This is an optimization exercise on Yosys and OpenROAD, whose aim is small area, not a production implementation.
Function was checked by simulation only, so behaviour that the tests miss may differ from the original.
Power is estimated from default activity; no workload was simulated.

<file path="constraint.sdc">
create_clock -name core_clock -period 10.0 [get_ports {sys_clk}]
set_input_delay 2.0000 -clock core_clock [delete_from_list [all_inputs] [get_ports {sys_clk}]]
set_output_delay 2.0000 -clock core_clock [all_outputs]
set_load 0.01 [all_outputs]
</file>
<file path="design.v">
module button_synchronizer(
    input clk,
    input rst,
    input in, 
    output wire out
);
reg [2:0] sync_buffer;
always @(posedge clk) begin
    if (rst)
        sync_buffer <= 3'b000;
    else
        sync_buffer <= {sync_buffer[1:0], in};
end
assign out = sync_buffer[2];
endmodule
module button_debouncer(
    input clk,
    input rst,
    input button,  
    output reg button_state,
    output reg button_event,
    output reg button_pressed,  
    output reg button_released  
);
reg [24:0] counter;
parameter HOLD = 1024;
reg button_debounced;
reg button_last;
always @(posedge clk) begin
    if (rst) begin
        counter <= 0;
        button_state <= 1'b0;
        button_last <= 1'b0;
        button_event <= 1'b0;
        button_pressed <= 1'b0;
        button_released <= 1'b0;
    end else begin
        button_event <= 0;
        button_pressed <= 0;
        button_released <= 0;
        if(button != button_last) begin
            counter <= 0;   
        end else begin
            if (counter == HOLD - 1) begin
                button_event <= 1;
                button_pressed <= button_last;
                button_released <= ~button_last;
                button_state <= button_last;
                counter <= counter + 1;
            end else if(counter == HOLD) begin
                button_state <= button_last;
            end else begin
                counter <= counter + 1;
            end
        end
        button_last <= button;
    end
end
endmodule
module speed_generator(
    input wire [3:0] speed,
    output reg [25:0] bpm_ticks
);
parameter FREQ = 240000;
always @(*) begin
    case (speed)
        4'd0: bpm_ticks = FREQ / 40 * 60 ;
        4'd1: bpm_ticks = FREQ / 60 * 60 ;
        4'd2: bpm_ticks = FREQ / 72 * 60 ;
        4'd3: bpm_ticks = FREQ / 80 * 60 ;
        4'd4: bpm_ticks = FREQ / 88 * 60 ;
        4'd5: bpm_ticks = FREQ / 96 * 60 ;
        4'd6: bpm_ticks = FREQ / 104 * 60 ;
        4'd7: bpm_ticks = FREQ / 112 * 60 ;
        4'd8: bpm_ticks = FREQ / 120 * 60 ;
        4'd9: bpm_ticks = FREQ / 132 * 60 ;
        4'd10: bpm_ticks = FREQ / 144 * 60 ;
        4'd11: bpm_ticks = FREQ / 152 * 60 ;
        4'd12: bpm_ticks = FREQ / 160 * 60 ;
        4'd13: bpm_ticks = FREQ / 176 * 60 ;
        4'd14: bpm_ticks = FREQ / 192 * 60 ;
        4'd15: bpm_ticks = FREQ / 208 * 60 ;
    endcase
end
endmodule
module top(
	input sys_clk,  
    input rst,  
    input button_b_n, 
    input button_a_n,
	output reg speaker,
    output reg [2:0] led
);
reg [25:0] counter;
reg [0:1] tick;
parameter FREQ = 240000;
parameter BPM = 90;
parameter BPM_DELAY = FREQ/BPM*60;
parameter BEEP_LENGTH_MS = 60;
parameter BEEP_DELAY = 600;
reg [3:0] speed;
wire [25:0] bpm_ticks;
wire button_a_pressed;
wire button_b_pressed;
wire button_a_sync;
wire button_b_sync;
wire button_a_state;
wire button_b_state;
button_synchronizer synchronizer_a(
    .clk(sys_clk),
    .rst(rst),
    .in(~button_a_n), 
    .out(button_a_sync)
);
button_debouncer debouncer_a(
    .clk(sys_clk),
    .rst(rst),
    .button(button_a_sync),  
    .button_state(button_a_state),
    .button_event(),
    .button_pressed(button_a_pressed),
    .button_released()
);
button_synchronizer synchronizer_b(
    .clk(sys_clk),
    .rst(rst),
    .in(~button_b_n), 
    .out(button_b_sync)
);
button_debouncer debouncer_b(
    .clk(sys_clk),
    .rst(rst),
    .button(button_b_sync),  
    .button_state(button_b_state),
    .button_event(),
    .button_pressed(button_b_pressed),
    .button_released()
);
speed_generator #(.FREQ(FREQ)) generator(
    .speed(speed),
    .bpm_ticks(bpm_ticks)
);
always @(posedge sys_clk) begin
    if (rst) begin
        speed <= 4'h1;
    end else if(button_a_pressed) begin
        speed <= speed - 1;
    end else if(button_b_pressed) begin
        speed <= speed + 1;
    end
end
always @(posedge sys_clk) begin    
    if (rst) begin
        speaker <= 1'b1;
        counter <= 26'd0;
        tick <= 2'b00;
        led <= 3'b000;
    end else if(counter >= bpm_ticks) begin
        speaker <= 1'b0;
        case(tick)
            2'b00: led <= 3'b011;
            2'b01: led <= 3'b110;
            2'b10: led <= 3'b101;
            2'b11: led <= 3'b000;
        endcase
        tick <= tick + 1;
        counter <= 0;
    end else if(counter == BEEP_DELAY) begin
        speaker <= 1'b1;
        counter <= counter + 1;
    end else
        counter <= counter + 1;
end
endmodule
</file>
<file path="config.mk">
export PLATFORM = sky130hd
export DESIGN_NAME = top
export DESIGN_NICKNAME = top
export VERILOG_FILES = /design/flow/design.v
export SDC_FILE = /design/flow/constraint.sdc
export NUM_CORES = 4
export LEC_CHECK = 0
export CAP_MARGIN = 20
export CORE_MARGIN = 2
export CORE_UTILIZATION = 40
export SLEW_MARGIN = 20
</file>
<file path="run.sh">
#!/bin/bash
# synth_recipe.tcl (not shown) runs the flow's synth.tcl, then flattens the netlist and writes it again
# the make line also repeats each setting of config.mk as NAME=value (left out here)
make -C /OpenROAD-flow-scripts/flow DESIGN_CONFIG=/design/flow/config.mk WORK_HOME=/design/flow/orfs CLKGATE_MAP_FILE= SYNTH_SCRIPT=/design/flow/synth_recipe.tcl finish
</file>
==> results of run 1 <==
[metal layers]
layer  track usage  vias up  routed length (um)
li1              -     2093                   -
met1         0.188     1927                4850
met4        0.0472        0                 189
met5             0        -                   0
met3        0.0517       14                 474
met2         0.257       59                5000
[how the worst min path moves through the flow]
stage	end	cells past startpoint	slack [ps]	startpoint
after floorplan	synchronizer_a.sync_buffer[1]	1	410	synchronizer_a.sync_buffer[0]
after global placement	synchronizer_b.sync_buffer[1]	1	430	synchronizer_b.sync_buffer[0]
after detailed placement	synchronizer_a.sync_buffer[2]	1	440	synchronizer_a.sync_buffer[1]
after CTS	synchronizer_a.sync_buffer[2]	1	450	synchronizer_a.sync_buffer[1]
after global routing	synchronizer_b.sync_buffer[1]	1	460	synchronizer_b.sync_buffer[0]
final	synchronizer_a.sync_buffer[2]	1	440	synchronizer_a.sync_buffer[1]
[logic make-up after synthesis]
| kind of cell | after synthesis | synth area share |
|---|---|---|
| xor gates and xnor gates | 62 | 0.0992 |
| and+or+nand+nor | 250 | 0.234 |
| buffers and inverters | 66 | 0.0546 |
| adders and majority gates | 37 | 0.0859 |
| DFF | 112 | 0.410 |
| AOI/OAI and AO/OA | 61 | 0.0807 |
| muxes | 18 | 0.0356 |
| other | 1 | 0.000685 |
[worst max-delay path: stages]
cell	delay [ps]
clkdlybuf4s50_1	750
nor2_1	740
ha_1	390
inv_1	200
o21ai_0	160
mux2i_1	190
a31oi_1	60
[layout make-up]
cell class                 instances  area [um^2]  share of cell area
clock buffer                      11          243              0.0408
inverter                          47          184              0.0309
sequential                       112         2240               0.377
tap                              176          220              0.0370
multi-input combinational        434         2950               0.496
timing repair buffer               7         70.1              0.0118
clock inverter                     5         38.8             0.00652
[cell usage after synthesis, drive strengths merged (4+ instances only)]
cell type,count
a21oi,17
and3,10
nor2b,6
a221oi,5
or3,7
buf,9
a21o,4
nand2,29
clkbuf,10
or2,4
inv,47
nor3,20
nand3,26
o21ai,14
xnor2,41
ha,36
or3b,4
nand4,17
mux2i,15
nor2,87
and4,5
xor2,21
dfxtp,112
nor4,20
[power by group through the flow]
stage	combinational (W)	clock, W	sequential (W)
floorplan	0.0000175	0	0.000467
global placement	0.0000243	0	0.000468
detailed placement	0.0000253	0	0.000468
CTS	0.0000254	0.000357	0.000458
global route	0.0000286	0.000376	0.000458
finish	0.0000248	0.000346	0.000458
[sequential cells by signal (all words and copies together) (netlist names)]
register	cells
bpm_ticks	17
counter	26
debouncer_a.button_last	1
debouncer_a.button_pressed	1
debouncer_a.counter	25
debouncer_b.button_last	1
debouncer_b.button_pressed	1
debouncer_b.counter	25
led	3
speaker	1
speed	4
synchronizer_a.sync_buffer	3
synchronizer_b.sync_buffer	3
tick	1
[stage by stage]
stage / hold slack (ps) / utilization
after detailed placement: 444 / 0.426
after CTS: 450 / 0.448
after floorplan: 414 / -
after global placement: 426 / 0.426
after global routing: 460 / 0.448
final: 441 / 0.448
==> flow_summary.ini, run 1 <==
[critical_path]
rr_worst_depth = 8
r2r_start = debouncer_a.button_pressed
r2r_end = bpm_ticks[10]
worst_ep_required_time_ps = 10230
arrival_ps = 4500
endpoint = bpm_ticks[9]
crit_path_start_kind = input pin
cp_max_fo = 20
reg2reg_slack_ps = 7290
critPathLaunch = rst
crit_type = input pin to flip-flop
worstSetupEndpointType = flip-flop

[place]
io_buffers = 7
dp_slack_ps = 5390
dpl-instance-area_um2 = 5670
dp_cells = 776
hpwl_mm = 7.59
gp_congestion = 0.831

[timing]
worst_slack_ps = 5730
layout_min_cycle_time_ps = 4270
final-setup-viol-count = 0
hold_violations = 0
clock_skew_ps = 7.85
max_slew_margin = 0.416
slew_viol_final = 0
finalSetupTns_ps = 0
rsz0062_at_grt = no
fmaxAchievable_mhz = 234
tightest_slew_ps = 876
fin_crit_sh = 0.427

[floorplanning]
io_pins = 8
fp-row-count = 42
die_width_um = 121
fp.dieArea_um2 = 14600
die_h_um = 121
core_area_um2 = 13300
start_util = 0.412

[synthesis]
ys_top_cells_by_area = dfxtp_1 (41%), ha_1 (8.2%), xnor2_1 (6.6%)
synth_cell_types = 61
yosysWarnings = 4
yosys.area.top_type = dfxtp_1
synth_edf_count = 0
synth_top_area_frac = 0.410
ys_seq_elements = 112
postSynthCellCount = 607
synth_flop_cell = dfxtp_1
yosysSeqAreaShare = 0.410
ys_async_sr_fraction = 0
syn-cell-area_um2 = 5480
avgSynthCellArea_um2 = 9.02

[route]
drt-initial-drc-count = 181
via_per_inst = 5.17
post_drt_wl_per_cell_um = 13.3
finalWirelength_mm = 10.5
dr_total_vias = 4093
drt.antenna.violating_nets = 0
drc = 0
drtPass1Iterations = 4

[layout]
areaGrowthSynthToFinish_pct = 8.68
fill_cells = 1292
drive_gt1_frac = 0.0519
diodes = 0
final_common_cell = dfxtp_1
finalNetCount = 652
fin_area_um2 = 5950
final_cell_mix = dfxtp_1 (112), nor2_1 (87), inv_1 (45), xnor2_1 (41), ha_1 (36)
instances_no_fill = 792

[power_and_ir_drop]
pwr-share-clk = 0.417
ir_worst_vdd_uv = 89.0
finalPower_w = 0.000828
p_switching_w = 0.000186
seq_power_share = 0.553
leakage_nw = 2.24
p_int_w = 0.000642
p_sw_frac = 0.225
combPwrFrac = 0.030
p_per_area_nw_per_um2 = 139

[global_routing]
grt_pass1_wl_mm = 18.2
antenna_found_initial = 0
grt_max_degree = 26
grt_pass1_vias = 3923
globalRouteOverflowTotal = 0
globalRouteTotalUtil = 0.154

[flow_run]
maxCapViolCount = 0

[clock_tree]
clock_sinks = 112
cts_resized = 0
tritoncts = built
insertion_delay_ps = 360
numCtsBuffers = 9
root_buffer = clkbuf_16
cts_hold_buffers = 0
h-tree-depth = 3
cts.reportedPaths.clkPinSlew_ps = 70
cts_buffer_depth = 2
post_cts_buffers = 0

[status]
status = no timing/DRC/antenna violations

[worst_hold_path]
hold_class = flip-flop to flip-flop
==> run 2: changes to the inputs <==
==> design.v (replaced) <==
module button_synchronizer(
    input clk,
    input rst,
    input in,
    output wire out
);
reg [2:0] sync_buffer;
always @(posedge clk) begin
    if (rst)
        sync_buffer <= 3'b000;
    else
        sync_buffer <= {sync_buffer[1:0], in};
end
assign out = sync_buffer[2];
endmodule
module button_debouncer(
    input clk,
    input rst,
    input button,  
    output wire button_pressed  
);
localparam [10:0] RELEASED = 11'b00000000111;
reg [10:0] state;
assign button_pressed = ~state[10] & state[9] & state[8] & state[5] &
                        state[4] & state[3] & state[2] & state[0];
wire feedback = ~(state[10] ^ state[8]) | button_pressed;
always @(posedge clk) begin
    if (rst | ~button)
        state <= RELEASED;
    else
        state <= {state[9:0], feedback};
end
endmodule
module speed_generator(
    input wire [3:0] speed,
    output reg [12:0] bpm_ticks
);
always @(*) begin
    case (speed)
        4'd0:  bpm_ticks = 13'd6000;
        4'd1:  bpm_ticks = 13'd4000;
        4'd2:  bpm_ticks = 13'd3333;
        4'd3:  bpm_ticks = 13'd3000;
        4'd4:  bpm_ticks = 13'd2727;
        4'd5:  bpm_ticks = 13'd2500;
        4'd6:  bpm_ticks = 13'd2307;
        4'd7:  bpm_ticks = 13'd2142;
        4'd8:  bpm_ticks = 13'd2000;
        4'd9:  bpm_ticks = 13'd1818;
        4'd10: bpm_ticks = 13'd1666;
        4'd11: bpm_ticks = 13'd1578;
        4'd12: bpm_ticks = 13'd1500;
        4'd13: bpm_ticks = 13'd1363;
        4'd14: bpm_ticks = 13'd1250;
        4'd15: bpm_ticks = 13'd1153;
    endcase
end
endmodule
module top(
    input sys_clk,  
    input rst,  
    input button_b_n,
    input button_a_n,
    output reg speaker,
    output wire [2:0] led
);
localparam [5:0] PHASE_START = 6'b001111;
reg [3:0] speed;
reg [5:0] phase;
reg [12:0] beat;
reg [1:0] tick;
wire [12:0] bpm_ticks;
wire button_a_pressed;
wire button_b_pressed;
wire button_a_sync;
wire button_b_sync;
button_synchronizer synchronizer_a(
    .clk(sys_clk),
    .rst(rst),
    .in(~button_a_n),
    .out(button_a_sync)
);
button_debouncer debouncer_a(
    .clk(sys_clk),
    .rst(rst),
    .button(button_a_sync),
    .button_pressed(button_a_pressed)
);
button_synchronizer synchronizer_b(
    .clk(sys_clk),
    .rst(rst),
    .in(~button_b_n),
    .out(button_b_sync)
);
button_debouncer debouncer_b(
    .clk(sys_clk),
    .rst(rst),
    .button(button_b_sync),
    .button_pressed(button_b_pressed)
);
speed_generator generator(
    .speed(speed),
    .bpm_ticks(bpm_ticks)
);
always @(posedge sys_clk) begin
    if (rst) begin
        speed <= 4'h1;
    end else if(button_a_pressed) begin
        speed <= speed - 1;
    end else if(button_b_pressed) begin
        speed <= speed + 1;
    end
end
wire hit = beat >= bpm_ticks;
wire clear = rst | hit;
wire phase_end = ~|phase[4:0];
always @(posedge sys_clk) begin
    if (clear | phase_end)
        phase <= PHASE_START;
    else
        phase <= {phase[4:0], phase[5] ^ phase[0]};
end
always @(posedge sys_clk) begin
    if (clear)
        beat <= 13'd0;
    else if (phase_end)
        beat <= beat + 1'b1;
end
always @(posedge sys_clk) begin
    if (rst)
        speaker <= 1'b1;
    else if (hit)
        speaker <= 1'b0;
    else if (beat[3] & beat[1])
        speaker <= 1'b1;
end
always @(posedge sys_clk) begin
    if (rst)
        tick <= 2'b00;
    else if (hit)
        tick <= {tick[0], ~tick[1]};
end
assign led = {tick[1], tick[0], tick[1] ^ tick[0]};
endmodule
==> flow_summary.ini, run 2 <==
[status]
status = no timing/DRC/antenna violations

[critical_path]
crit_path_start_kind = input pin
cp_max_fo = 17
reg2reg_slack_ps = 6730
crit_type = input pin to flip-flop
arrival_ps = 4300
worst_ep_required_time_ps = 10230
worstSetupEndpointType = flip-flop

[global_routing]
grt_pass1_wl_mm = 9.34
globalRouteOverflowTotal = 0
grt_max_degree = 18
grt_pass1_vias = 1991
globalRouteTotalUtil = 0.142
antenna_found_initial = 0

[power_and_ir_drop]
p_int_w = 0.000389
p_per_area_nw_per_um2 = 144
ir_worst_vdd_uv = 99.3
combPwrFrac = 0.013
p_switching_w = 0.0000994
leakage_nw = 1.49
pwr-share-clk = 0.434
seq_power_share = 0.553
p_sw_frac = 0.204

[layout]
diodes = 0
final_cell_mix = dfxtp_1 (67), nor2_1 (23), ha_1 (23), inv_1 (20), and2_1 (16)
areaGrowthSynthToFinish_pct = 10.7
instances_no_fill = 419
drive_gt1_frac = 0.103
finalNetCount = 343
fin_util = 0.463
final_common_cell = dfxtp_1

[synthesis]
yosysMostFrequentCell = dfxtp_1
syn-cell-area_um2 = 3060
ys_top_cells_by_area = dfxtp_1 (44%), ha_1 (9.4%), xor2_1 (3.4%)
synth_edf_count = 0
synth_flop_cell = dfxtp_1
avgSynthCellArea_um2 = 10.0
ys_seq_elements = 67
synth_cell_types = 61
yosysSeqAreaShare = 0.438
yosysWarnings = 4
postSynthCellCount = 305
synthTopCellsByCount = dfxtp_1 (67), ha_1 (23), nor2_1 (23)
synth_top_area_frac = 0.438
yosys.area.top_type = dfxtp_1
ys_async_sr_fraction = 0

[clock_tree]
cts.reportedPaths.clkPinSlew_ps = 70
cts_resized = 0
cts_hold_buffers = 0
root_buffer = clkbuf_8
numCtsBuffers = 9
tritoncts = built
post_cts_buffers = 0
cts_buffer_depth = 2
insertion_delay_ps = 330
clock_sinks = 67
h-tree-depth = 3

[timing]
max_slew_margin = 0.568
hold_slack_ps = 409
slew_viol_final = 0
clock_skew_ps = 7.54
rsz0062_at_grt = no
finalSetupTns_ps = 0
final-setup-viol-count = 0
layout_min_cycle_time_ps = 4070
tightest_slew_ps = 646
fin_crit_sh = 0.407
fmaxAchievable_mhz = 246
hold_violations = 0

[route]
drt-initial-drc-count = 36
drt.antenna.violating_nets = 0
dr_total_vias = 2058
finalWirelength_mm = 5.26
drc = 0
drtPass1Iterations = 4
via_per_inst = 4.91
post_drt_wl_per_cell_um = 12.5

[worst_hold_path]
hold_class = flip-flop to flip-flop

[floorplanning]
fp-row-count = 31
start_util = 0.418
io_pins = 8
die_h_um = 91.5
die_width_um = 91.5
fp.dieArea_um2 = 8370
core_area_um2 = 7330

[flow_run]
maxCapViolCount = 0

[place]
hpwl_mm = 3.83
gp_congestion = 0.811
dp_cells = 403
io_buffers = 7
## run 2: final timing paths
check	from	to	cells after the start
hold / removal	debouncer_b.state[1]	debouncer_b.state[2]	1
setup reg to reg	debouncer_a.state[2]	bpm_ticks[4]	10
hold reg to reg	debouncer_b.state[1]	debouncer_b.state[2]	1
setup / recovery	rst	bpm_ticks[4]	6
## run 2: through the flow
stage               total power, W  worst slack [ps]  instance area, um^2
CTS                       0.000497              5970                 3390
floorplan                 0.000280              6650                 3060
global route              0.000510              5740                 3390
global placement          0.000283              5680                 3200
finish                    0.000488              5930                 3390
detailed placement        0.000283              5590                 3200
## run 2: cell type report
| type | instances | area (um^2) |
|---|---|---|
| Tap cell | 99 | 124 |
| Multi-Input combinational cell | 208 | 1570 |
| Timing Repair Buffer | 7 | 70.1 |
| Fill cell | 704 | 3940 |
| Sequential cell | 67 | 1340 |
| Clock buffer | 15 | 186 |
| Inverter | 22 | 95.1 |
| Clock inverter | 1 | 5.00 |
## run 2: critical path: stages
cell,delay [ps]
clkdlybuf4s50_1,710
a21oi_1,630
inv_1,180
ha_1,340
mux2_2,260
o21a_1,160
## run 2: kinds of logic (layout without fill, tap and decap cells)
logic type	after synthesis	in the layout	share of synthesized area
AOI/OAI and AO/OA	48	48	0.117
muxes	10	10	0.0339
adders and majority gates	24	24	0.100
and+or+nand+nor	108	108	0.210
DFF	67	67	0.438
xor gates and xnor gates	18	18	0.0515
buffers and inverters	30	45	0.0494
## run 2: layer usage
layer | track usage | vias up | share of wire
li1 | - | 1081 | -
met1 | 0.184 | 949 | 0.52
met5 | 0 | - | 0
met2 | 0.215 | 23 | 0.44
met3 | 0.0531 | 5 | 0.032
met4 | 0.0492 | 0 | 0.011
## run 2: power by group through the flow
stage          registers, W   logic [W]  clock network [W]
4_1_cts            0.000270  0.00000647           0.000220
6_report           0.000270  0.00000634           0.000212
2_1_floorplan      0.000276  0.00000415                  0
3_5_place_dp       0.000276  0.00000641                  0
5_1_grt            0.000270  0.00000735           0.000232
3_3_place_gp       0.000276  0.00000632                  0
==> run 3: changes to the inputs <==
--- a/design.v
+++ b/design.v
@@ -34,26 +34,23 @@
 module speed_generator(
     input wire [3:0] speed,
-    output reg [12:0] bpm_ticks
+    output wire [12:0] bpm_ticks
 );
-always @(*) begin
-    case (speed)
-        4'd0:  bpm_ticks = 13'd6000;
-        4'd1:  bpm_ticks = 13'd4000;
-        4'd2:  bpm_ticks = 13'd3333;
-        4'd3:  bpm_ticks = 13'd3000;
-        4'd4:  bpm_ticks = 13'd2727;
-        4'd5:  bpm_ticks = 13'd2500;
-        4'd6:  bpm_ticks = 13'd2307;
-        4'd7:  bpm_ticks = 13'd2142;
-        4'd8:  bpm_ticks = 13'd2000;
-        4'd9:  bpm_ticks = 13'd1818;
-        4'd10: bpm_ticks = 13'd1666;
-        4'd11: bpm_ticks = 13'd1578;
-        4'd12: bpm_ticks = 13'd1500;
-        4'd13: bpm_ticks = 13'd1363;
-        4'd14: bpm_ticks = 13'd1250;
-        4'd15: bpm_ticks = 13'd1153;
-    endcase
-end
+assign bpm_ticks =
+    speed == 4'd0 ? 13'd6000 :
+    speed == 4'd1 ? 13'd4000 :
+    speed == 4'd2 ? 13'd3333 :
+    speed == 4'd3 ? 13'd3000 :
+    speed == 4'd4 ? 13'd2727 :
+    speed == 4'd5 ? 13'd2500 :
+    speed == 4'd6 ? 13'd2307 :
+    speed == 4'd7 ? 13'd2142 :
+    speed == 4'd8 ? 13'd2000 :
+    speed == 4'd9 ? 13'd1818 :
+    speed == 4'd10 ? 13'd1666 :
+    speed == 4'd11 ? 13'd1578 :
+    speed == 4'd12 ? 13'd1500 :
+    speed == 4'd13 ? 13'd1363 :
+    speed == 4'd14 ? 13'd1250 :
+    13'd1153;
 endmodule
 module top(
==> flow/run.sh (new file) <==
#!/bin/bash
# standard layout, run through the standard flow's own standard.sh
set -e
bash standard.sh > standard.log 2>&1
==> standard.sh (new file) <==
#!/bin/bash
# synth_recipe.tcl (not shown) runs the flow's synth.tcl, then flattens the netlist and writes it again
# the make line also repeats each setting of config.mk as NAME=value (left out here)
make -C /OpenROAD-flow-scripts/flow DESIGN_CONFIG=/design/flow/config.mk WORK_HOME=/design/flow/orfs CLKGATE_MAP_FILE= SYNTH_SCRIPT=/design/flow/synth_recipe.tcl "${@:-finish}"
removed: run.sh
==> flow_summary.ini, run 3 <==
[status]
status = no timing/DRC/antenna violations

[floorplanning]
fp.dieArea_um2 = 7040
fp-row-count = 29
die_h_um = 83.9
core_area_um2 = 6280
io_pins = 8
die_width_um = 83.9
start_util = 0.407

[power_and_ir_drop]
p_per_area_nw_per_um2 = 126
leakage_nw = 1.12
ir_worst_vdd_uv = 89.8
finalPower_w = 0.000352

[layout]
final_common_cell = dfxtp_1
final_cell_mix = dfxtp_1 (54), nor2_1 (31), ha_1 (18), and2_1 (17), a21oi_1 (16)
drive_gt1_frac = 0.0629
finalNetCount = 307
areaGrowthSynthToFinish_pct = 9.16
instances_no_fill = 363
fin_util = 0.444
largest_reg_flops = 13
fill_cells = 605
ff_latch_area_um2 = 1080
diodes = 0
regMostFlops = beat
multiInputGateArea_um2 = 1410

[synthesis]
yosysWarnings = 3
synth_edf_count = 0
synth_top_area_frac = 0.423
synthTopCellsByCount = dfxtp_1 (54), nor2_1 (31), ha_1 (18)
yosys.area.top_type = dfxtp_1
synth_cell_types = 45
ys_seq_elements = 54
yosysMostFrequentCell = dfxtp_1
avgSynthCellArea_um2 = 9.12
yosysSeqAreaShare = 0.423
ys_top_cells_by_area = dfxtp_1 (42%), ha_1 (8.8%), nor2_1 (4.6%)
ys_async_sr_fraction = 0
syn-cell-area_um2 = 2550
synth_flop_cell = dfxtp_1
postSynthCellCount = 280

[clock_tree]
root_buffer = clkbuf_8
cts.reportedPaths.clkPinSlew_ps = 110
h-tree-depth = 2
cts_buffer_depth = 2
clock_sinks = 54
insertion_delay_ps = 310
tritoncts = built
numCtsBuffers = 5
cts_resized = 0
cts_hold_buffers = 0
post_cts_buffers = 0

[timing]
rsz0062_at_grt = no
fmaxAchievable_mhz = 276
fin_crit_sh = 0.362
final-setup-viol-count = 0
hold_slack_ps = 419
layout_min_cycle_time_ps = 3620
finalSetupTns_ps = 0
max_slew_margin = 0.621
slew_viol_final = 0
clock_skew_ps = 9.29
tightest_slew_ps = 567
hold_violations = 0

[worst_hold_path]
min-delay-start = debouncer_a.state[1]
hold_class = flip-flop to flip-flop

[critical_path]
path_buf_inv = 2
critPathLaunch = speed[0]
worstSetupEndpointType = flip-flop
cp_cell_sequence = inv_1 > ha_1 > or2_2 > nor3_1 > a211oi_1 > ha_1 > nand2_1 > nor2_1 > nor4b_1 > o211ai_1 > buf_4 > or3_2
crit_type = flip-flop to flip-flop
crit_family = simple AND/OR/NAND/NOR gates
cp_slowest_stage_delay_ps = 480
crit_path_start_kind = flip-flop
worst_ep_required_time_ps = 10190
arrival_ps = 3810
path_common_cell = ha_1
crit_slowest_cell = nor4b_1
cp_max_fo = 17
r2r_start = speed[0]

[place]
hpwl_mm = 3.16
dp_cells = 355
io_buffers = 7
gp_congestion = 0.755

[route]
dr_total_vias = 1847
drc = 0
finalWirelength_mm = 4.44
drtPass1Iterations = 5
via_per_inst = 5.09
drt-initial-drc-count = 134
post_drt_wl_per_cell_um = 12.2
drt.antenna.violating_nets = 0

[global_routing]
antenna_found_initial = 0
globalRouteTotalUtil = 0.132
globalRouteOverflowTotal = 0
grt_max_degree = 20
grt_pass1_wl_mm = 7.67
grt_pass1_vias = 1653

[flow_run]
maxCapViolCount = 0
## run 3: kinds of logic after synthesis
family | Yosys count | synth area share
flops | 54 | 0.423
mux | 3 | 0.0118
compound gates | 51 | 0.126
xor+xnor | 19 | 0.0652
buf+inv | 18 | 0.0265
fa+ha+maj | 18 | 0.0882
simple gates | 117 | 0.259
## run 3: per-stage QoR
step	instance area (um^2)	setup slack (ps)
3_5_place_dp	2690	6170
2_1_floorplan	2550	7000
6_report	2790	6380
5_1_grt	2790	6100
3_3_place_gp	2690	6190
4_1_cts	2790	6400
## run 3: per-layer routing
layer | GRT usage | share of wire
met1 | 0.196 | 0.54
met2 | 0.187 | 0.41
met3 | 0.0297 | 0.031
met4 | 0.0484 | 0.016
met5 | 0 | 0
## run 3: worst paths after layout
kind	end	slack (ps)	cells after the start
worst max-delay path	phase[1]	6380	12
worst min-delay path	debouncer_a.state[2]	420	1
worst max register to register	phase[1]	6380	12
worst min register to register	debouncer_a.state[2]	420	1
## run 3: power by group
group	switching [W]	internal (W)
Clock	0.0000757	0.0000520
Combinational	0.00000316	0.00000298
Sequential	0.00000133	0.000217
Total	0.0000802	0.000272
## run 3: cell type report
cell class | count | share of cell area
Multi-Input combinational cell | 208 | 0.504
Sequential cell | 54 | 0.388
Tap cell | 77 | 0.0346
Timing Repair Buffer | 8 | 0.0278
Clock buffer | 5 | 0.0247
Inverter | 8 | 0.0108
Clock inverter | 3 | 0.0103
==> run 4: changes to the inputs <==
==> run.sh (new file) <==
#!/bin/bash
# synth_recipe.tcl (not shown) runs the flow's synth.tcl, then flattens the netlist and writes it again
# the make line also repeats each setting of config.mk as NAME=value (left out here)
make -C /OpenROAD-flow-scripts/flow DESIGN_CONFIG=/design/flow/config.mk WORK_HOME=/design/flow/orfs CLKGATE_MAP_FILE= SYNTH_SCRIPT=/design/flow/synth_recipe.tcl finish
removed: flow/run.sh
removed: standard.sh
==> flow_summary.ini, run 4 <==
[global_routing]
grt_pass1_wl_mm = 7.67
grt_max_degree = 20
globalRouteTotalUtil = 0.132
antenna_found_initial = 0
globalRouteOverflowTotal = 0
grt_pass1_vias = 1653

[synthesis]
synth_xor_area_frac = 0.0652
synthAdderAreaFrac = 0.0882
yosysSeqAreaShare = 0.423
synth_top_family_by_area = simple AND/OR/NAND/NOR gates
synth_top_area_frac = 0.423
yosysMostFrequentCell = dfxtp_1
synth_cell_types = 45
ys_seq_elements = 54
postSynthCellCount = 280
yosysWarnings = 3
ys_async_sr_fraction = 0
synth_edf_count = 0
synthTopCellsByCount = dfxtp_1 (54), nor2_1 (31), ha_1 (18)
ys_top_cells_by_area = dfxtp_1 (42%), ha_1 (8.8%), nor2_1 (4.6%)
synth-compound-area-share = 0.126
synth_flop_cell = dfxtp_1
synth.area.mux_share = 0.0118
yosys.area_share.simple = 0.259
syn-cell-area_um2 = 2550
avgSynthCellArea_um2 = 9.12
yosys.area.top_type = dfxtp_1

[clock_tree]
insertion_delay_ps = 310
clock_sinks = 54
tritoncts = built
root_buffer = clkbuf_8
cts_buffer_depth = 2
numCtsBuffers = 5
cts_hold_buffers = 0
cts.reportedPaths.clkPinSlew_ps = 110
h-tree-depth = 2
cts_resized = 0
post_cts_buffers = 0

[route]
drt-initial-drc-count = 134
drtPass1Iterations = 5
finalWirelength_mm = 4.44
post_drt_wl_per_cell_um = 12.2
dr_total_vias = 1847
drt.antenna.violating_nets = 0
drc = 0
via_per_inst = 5.09

[timing]
slew_viol_final = 0
max_slew_margin = 0.621
rsz0062_at_grt = no
fin_crit_sh = 0.362
layout_min_cycle_time_ps = 3620
worst_slack_ps = 6380
finalSetupTns_ps = 0
clock_skew_ps = 9.29
fmaxAchievable_mhz = 276
final-setup-viol-count = 0
hold_violations = 0
tightest_slew_ps = 567

[layout]
finalNetCount = 307
largest_reg_flops = 13
diodes = 0
regMostFlops = beat
final_common_cell = dfxtp_1
fin_area_um2 = 2790
final_cell_mix = dfxtp_1 (54), nor2_1 (31), ha_1 (18), and2_1 (17), a21oi_1 (16)
fill_cells = 605
areaGrowthSynthToFinish_pct = 9.16
fin_util = 0.444
drive_gt1_frac = 0.0629

[power_and_ir_drop]
leakage_nw = 1.12
finalPower_w = 0.000352
p_per_area_nw_per_um2 = 126
ir_worst_vdd_uv = 89.8

[floorplanning]
die_h_um = 83.9
core_area_um2 = 6280
fp-row-count = 29
io_pins = 8
start_util = 0.407
die_width_um = 83.9
fp.dieArea_um2 = 7040

[critical_path]
cp_slowest_stage_delay_ps = 480
crit_slowest_cell = nor4b_1
reg2reg_slack_ps = 6380
crit_type = flip-flop to flip-flop
path_common_cell = ha_1
cp_max_fo = 17
cp_cell_sequence = inv_1 > ha_1 > or2_2 > nor3_1 > a211oi_1 > ha_1 > nand2_1 > nor2_1 > nor4b_1 > o211ai_1 > buf_4 > or3_2
worstSetupEndpointType = flip-flop
arrival_ps = 3810
crit_path_start_kind = flip-flop
worst_ep_required_time_ps = 10190

[place]
io_buffers = 7
dpl-instance-area_um2 = 2690
dp_slack_ps = 6170
hpwl_mm = 3.16
gp_congestion = 0.755

[status]
status = no timing/DRC/antenna violations

[worst_hold_path]
hold_class = flip-flop to flip-flop

[flow_run]
maxCapViolCount = 0
## run 4: per-layer routing
layer | track usage | up-vias | routed length [um]
met3 | 0.0297 | 6 | 139
met5 | 0 | - | 0
met2 | 0.187 | 33 | 1830
met1 | 0.196 | 821 | 2410
li1 | - | 987 | -
met4 | 0.0484 | 0 | 69
## run 4: power by group
part | internal, W | switching (W)
Combinational | 0.00000298 | 0.00000316
Sequential | 0.000217 | 0.00000133
Clock | 0.0000520 | 0.0000757
Total | 0.000272 | 0.0000802
## run 4: worst max-delay path: cells and delay by family (launching register included)
| kind | cells | cell delay, ps |
|---|---|---|
| simple gates | 6 | 1780 |
| fa+ha+maj | 2 | 700 |
| compound gates | 2 | 280 |
| buf+inv | 2 | 330 |
| flops | 1 | 400 |
## run 4: worst paths after layout
check,start,to,cells after the start
hold reg to reg,debouncer_a.state[1],debouncer_a.state[2],1
setup reg to reg,speed[0],phase[1],12
hold / removal,debouncer_a.state[1],debouncer_a.state[2],1
setup / recovery,speed[0],phase[1],12
## run 4: final cells by class
class                   count  area [um^2]  share of cell area
multi-input cells         208         1410               0.504
well taps                  77         96.3              0.0346
clock inverters             3         28.8              0.0103
inverters                   8         30.0              0.0108
flip-flops and latches     54         1080               0.388
clock buffers               5         68.8              0.0247
repair buffers              8         77.6              0.0278
## run 4: logic make-up after synthesis
family / Yosys count
AOI/OAI and AO/OA: 51
adders and majority gates: 18
DFF: 54
xor gates and xnor gates: 19
muxes: 3
buffers and inverters: 18
and+or+nand+nor: 117
## run 4: metrics by stage
step,hold WS (ps),instances
2_1_floorplan,386,280
3_3_place_gp,392,355
3_5_place_dp,395,355
6_report,419,363
5_1_grt,434,363
4_1_cts,422,363
==> run 5: changes to the inputs <==
==> flow/run.sh (new file) <==
#!/bin/bash
# Layout: the standard flow (standard.sh) with
#  - synthesis by flow/synth.tcl (ABC area mapping, same registers),
#  - port buffers of the smallest buffer cell,
#  - a clock tree of few buffers and no dummy loads.
# Each step's output goes to a log file of its own in this folder.
set -euo pipefail
here=$(pwd)
sed -e "s|SYNTH_SCRIPT=[^ ]*|SYNTH_SCRIPT=$here/flow/synth.tcl|" standard.sh > my_standard.sh
export BUFFER_PORTS_ARGS="-buffer_cell sky130_fd_sc_hd__buf_1"
export CTS_ARGS="-sink_clustering_enable -sink_clustering_size 100 -sink_clustering_max_diameter 500 -buf_list sky130_fd_sc_hd__clkbuf_8 -root_buf sky130_fd_sc_hd__clkbuf_8 -dont_use_dummy_load -repair_clock_nets"
bash my_standard.sh synth > synth.log 2>&1
bash my_standard.sh finish > finish.log 2>&1
==> flow/synth.tcl (new file) <==
# The standard flow's synthesis script (synth_recipe.tcl), except that ABC maps the logic
# with its default, area-oriented script instead of ORFS's timing-driven one.
# Registers are mapped before ABC runs, so they come out as in the standard
# synthesis.
proc synth {args} { yosys synth -nofsm -noshare {*}$args }
proc abc {args} {
  set kept {}
  set skip 0
  foreach a $args {
    if { $skip } { set skip 0; continue }
    if { $a eq "-script" || $a eq "-D" || $a eq "-constr" } { set skip 1; continue }
    lappend kept $a
  }
  yosys abc {*}$kept
}
source $::env(SCRIPTS_DIR)/synth.tcl
# left out here: clear keep_hierarchy, flatten, clean up, hide names made inside functions, write 1_2_yosys.v
==> standard.sh (new file) <==
#!/bin/bash
# synth_recipe.tcl (not shown) runs the flow's synth.tcl, then flattens the netlist and writes it again
# the make line also repeats each setting of config.mk as NAME=value (left out here)
make -C /OpenROAD-flow-scripts/flow DESIGN_CONFIG=/design/flow/config.mk WORK_HOME=/design/flow/orfs CLKGATE_MAP_FILE= SYNTH_SCRIPT=/design/flow/synth_recipe.tcl "${@:-finish}"
--- a/config.mk
+++ b/config.mk
@@ -6,6 +6,6 @@
 export NUM_CORES = 4
 export LEC_CHECK = 0
-export CAP_MARGIN = 20
+export CAP_MARGIN = 0
 export CORE_MARGIN = 2
 export CORE_UTILIZATION = 40
-export SLEW_MARGIN = 20
+export SLEW_MARGIN = 0
removed: run.sh
==> flow_summary.ini, run 5 <==
[layout]
final_common_cell = dfxtp_1
ff_latch_area_um2 = 1080
finalNetCount = 311
instances_no_fill = 362
largest_reg_flops = 13
drive_gt1_frac = 0.0174
fill_cells = 579
regMostFlops = beat
areaGrowthSynthToFinish_pct = 7.70
diodes = 0
multiInputGateArea_um2 = 1340
final_cell_mix = dfxtp_1 (54), nand2_1 (26), a21oi_1 (24), nor2_1 (19), and2_0 (19)

[critical_path]
worst_ep_required_time_ps = 10180
worstSetupEndpointType = flip-flop
crit_path_start_kind = flip-flop
crit_type = flip-flop to flip-flop
arrival_ps = 4140
cp_max_fo = 19

[status]
status = no timing/DRC/antenna violations

[power_and_ir_drop]
leakage_nw = 1.07
p_per_area_nw_per_um2 = 124
ir_worst_vdd_uv = 110

[route]
post_drt_wl_per_cell_um = 12.3
drt-initial-drc-count = 92
dr_total_vias = 1933
drt.antenna.violating_nets = 0
drc = 0
drtPass1Iterations = 4
finalWirelength_mm = 4.45
via_per_inst = 5.34

[global_routing]
grt_pass1_vias = 1715
globalRouteTotalUtil = 0.146
globalRouteOverflowTotal = 0
grt_pass1_wl_mm = 7.74
antenna_found_initial = 0
grt_max_degree = 20

[synthesis]
synth_flop_cell = dfxtp_1
postSynthCellCount = 275
avgSynthCellArea_um2 = 8.93
yosysSeqAreaShare = 0.440
synth_top_family_by_area = simple AND/OR/NAND/NOR gates
synthTopCellsByCount = dfxtp_1 (54), nand2_1 (26), a21oi_1 (24)
synth_edf_count = 0
synth-compound-area-share = 0.166
synth.area.mux_share = 0.00408
yosys.area.top_type = dfxtp_1
yosys.area_share.simple = 0.261
synthAdderAreaFrac = 0.0917
synth_xor_area_frac = 0.0214
synth_cell_types = 37
yosysMostFrequentCell = dfxtp_1
synth_top_area_frac = 0.440
ys_top_cells_by_area = dfxtp_1 (44%), ha_1 (9.2%), a21oi_1 (4.9%)
yosysWarnings = 3
syn-cell-area_um2 = 2450
ys_seq_elements = 54
ys_async_sr_fraction = 0

[clock_tree]
h-tree-depth = 2
insertion_delay_ps = 300
numCtsBuffers = 5
cts.reportedPaths.clkPinSlew_ps = 80
cts_hold_buffers = 0
root_buffer = clkbuf_8
cts_resized = 0
clock_sinks = 54
tritoncts = built
cts_buffer_depth = 2
post_cts_buffers = 0

[timing]
finalSetupTns_ps = 0
final-setup-viol-count = 0
rsz0062_at_grt = no
slew_viol_final = 0
max_slew_margin = 0.595
hold_violations = 0
tightest_slew_ps = 606
fmaxAchievable_mhz = 253
clock_skew_ps = 18.6
layout_min_cycle_time_ps = 3960
fin_crit_sh = 0.396

[floorplanning]
core_area_um2 = 5920
fp-row-count = 28
fp.dieArea_um2 = 6780
die_width_um = 82.3
die_h_um = 82.3
io_pins = 8
start_util = 0.415

[place]
hpwl_mm = 3.28
dp_cells = 357
io_buffers = 7
gp_congestion = 0.759

[flow_run]
maxCapViolCount = 0

[worst_hold_path]
hold_class = flip-flop to flip-flop
[run 5: changes by cell type in the layout (fill, tap and decap cells not counted), sizes merged, moves of 8 or more]
cell and delta:
nand2 +11, a21oi +8, and3 +8, xnor2 -8, nor2 -14, inv -8
[run 5: where the power goes]
| group | switching, W | internal [W] | leakage (nW) |
|---|---|---|---|
| clock | 0.0000599 | 0.0000452 | 0.0359 |
| combinational | 0.00000307 | 0.00000178 | 0.595 |
| sequential | 0.000000954 | 0.000217 | 0.437 |
| total | 0.0000639 | 0.000264 | 1.07 |
[run 5: layer usage]
layer,GRT usage,vias to the layer above,share of wire
met2,0.211,34,0.41
met5,0,-,0
met4,0.0500,0,0.014
met1,0.213,871,0.54
li1,-,1022,-
met3,0.0326,6,0.031
[run 5: cell families after synthesis]
family | after synthesis
AND/OR/NAND/NOR | 122
AO/OA/AOI/OAI | 64
flip-flops | 54
adder cells (fa/ha/maj) | 18
buffers and inverters | 10
XOR/XNOR | 6
multiplexers | 1
[run 5: area by class of cell]
type	instances	area share
inverter	10	0.0142
sequential	54	0.409
tap	75	0.0355
timing repair buffer	7	0.00994
clock buffer	5	0.0260
multi-input combinational	211	0.505
[run 5: worst max-delay path: stages, from the launching register on]
cell and delay [ps]:
dfxtp_1 420, clkinv_1 140, ha_1 360, o31ai_1 430
a31oi_1 140, a21oi_1 140, o21ai_0 90, a21oi_1 160
ha_1 240, a41oi_1 210, a31oi_1 110, o211ai_1 170
a21oi_1 160, or3_1 630, or3_1 440
[run 5: final timing paths]
check	depth (start not counted)	startpoint	to	slack (ps)
worst max register to register	14	speed[1]	phase[0]	6040
worst max-delay path	14	speed[1]	phase[0]	6040
worst min register to register	2	phase[3]	phase[4]	430
worst min-delay path	2	phase[3]	phase[4]	430
[run 5: per-stage QoR]
stage | instance area, um^2 | worst slack, ps | util | hold slack [ps] | power (W)
finish | 2640 | 6040 | 0.447 | 426 | 0.000328
global route | 2640 | 5650 | 0.447 | 446 | 0.000341
CTS | 2640 | 6020 | 0.447 | 431 | 0.000332
detailed placement | 2570 | 6070 | 0.435 | 392 | 0.000228
global placement | 2570 | 6110 | 0.435 | 388 | 0.000228
floorplan | 2450 | 6500 | - | 386 | 0.000226

what the ideal ports hide:
Ports are ideal in the flow. The routed layouts listed here were re-timed in OpenROAD.
Step 1 assumes that a clkbuf_16 drives the clock port and a buf_2 every other input.
Step 2 also shifts input and output timing later by t, the mid clock arrival at the registers, as if the neighbouring blocks saw the same clock.
Slacks: ideal ports / drivers / drivers and shift; pairs: ideal ports / drivers.
run | shift t [ns] | setup WS [ns] | worst setup path at the end
run 1 | 0.392 | 5.730 / 5.749 / 5.357 | input to register
run 2 | 0.357 | 5.934 / 5.944 / 5.587 | input to register
run 3 | 0.336 | 6.383 / 6.383 / 6.177 | input to register
run 4 | 0.336 | 6.383 / 6.383 / 6.177 | input to register
run 5 | 0.320 | 6.043 / 6.043 / 6.043 | register to register
After both steps setup and hold are still met in every run listed. For run 1, which loses most, drivers alone change the setup slack by +0.019 ns; drivers and shift together by -0.373 ns.
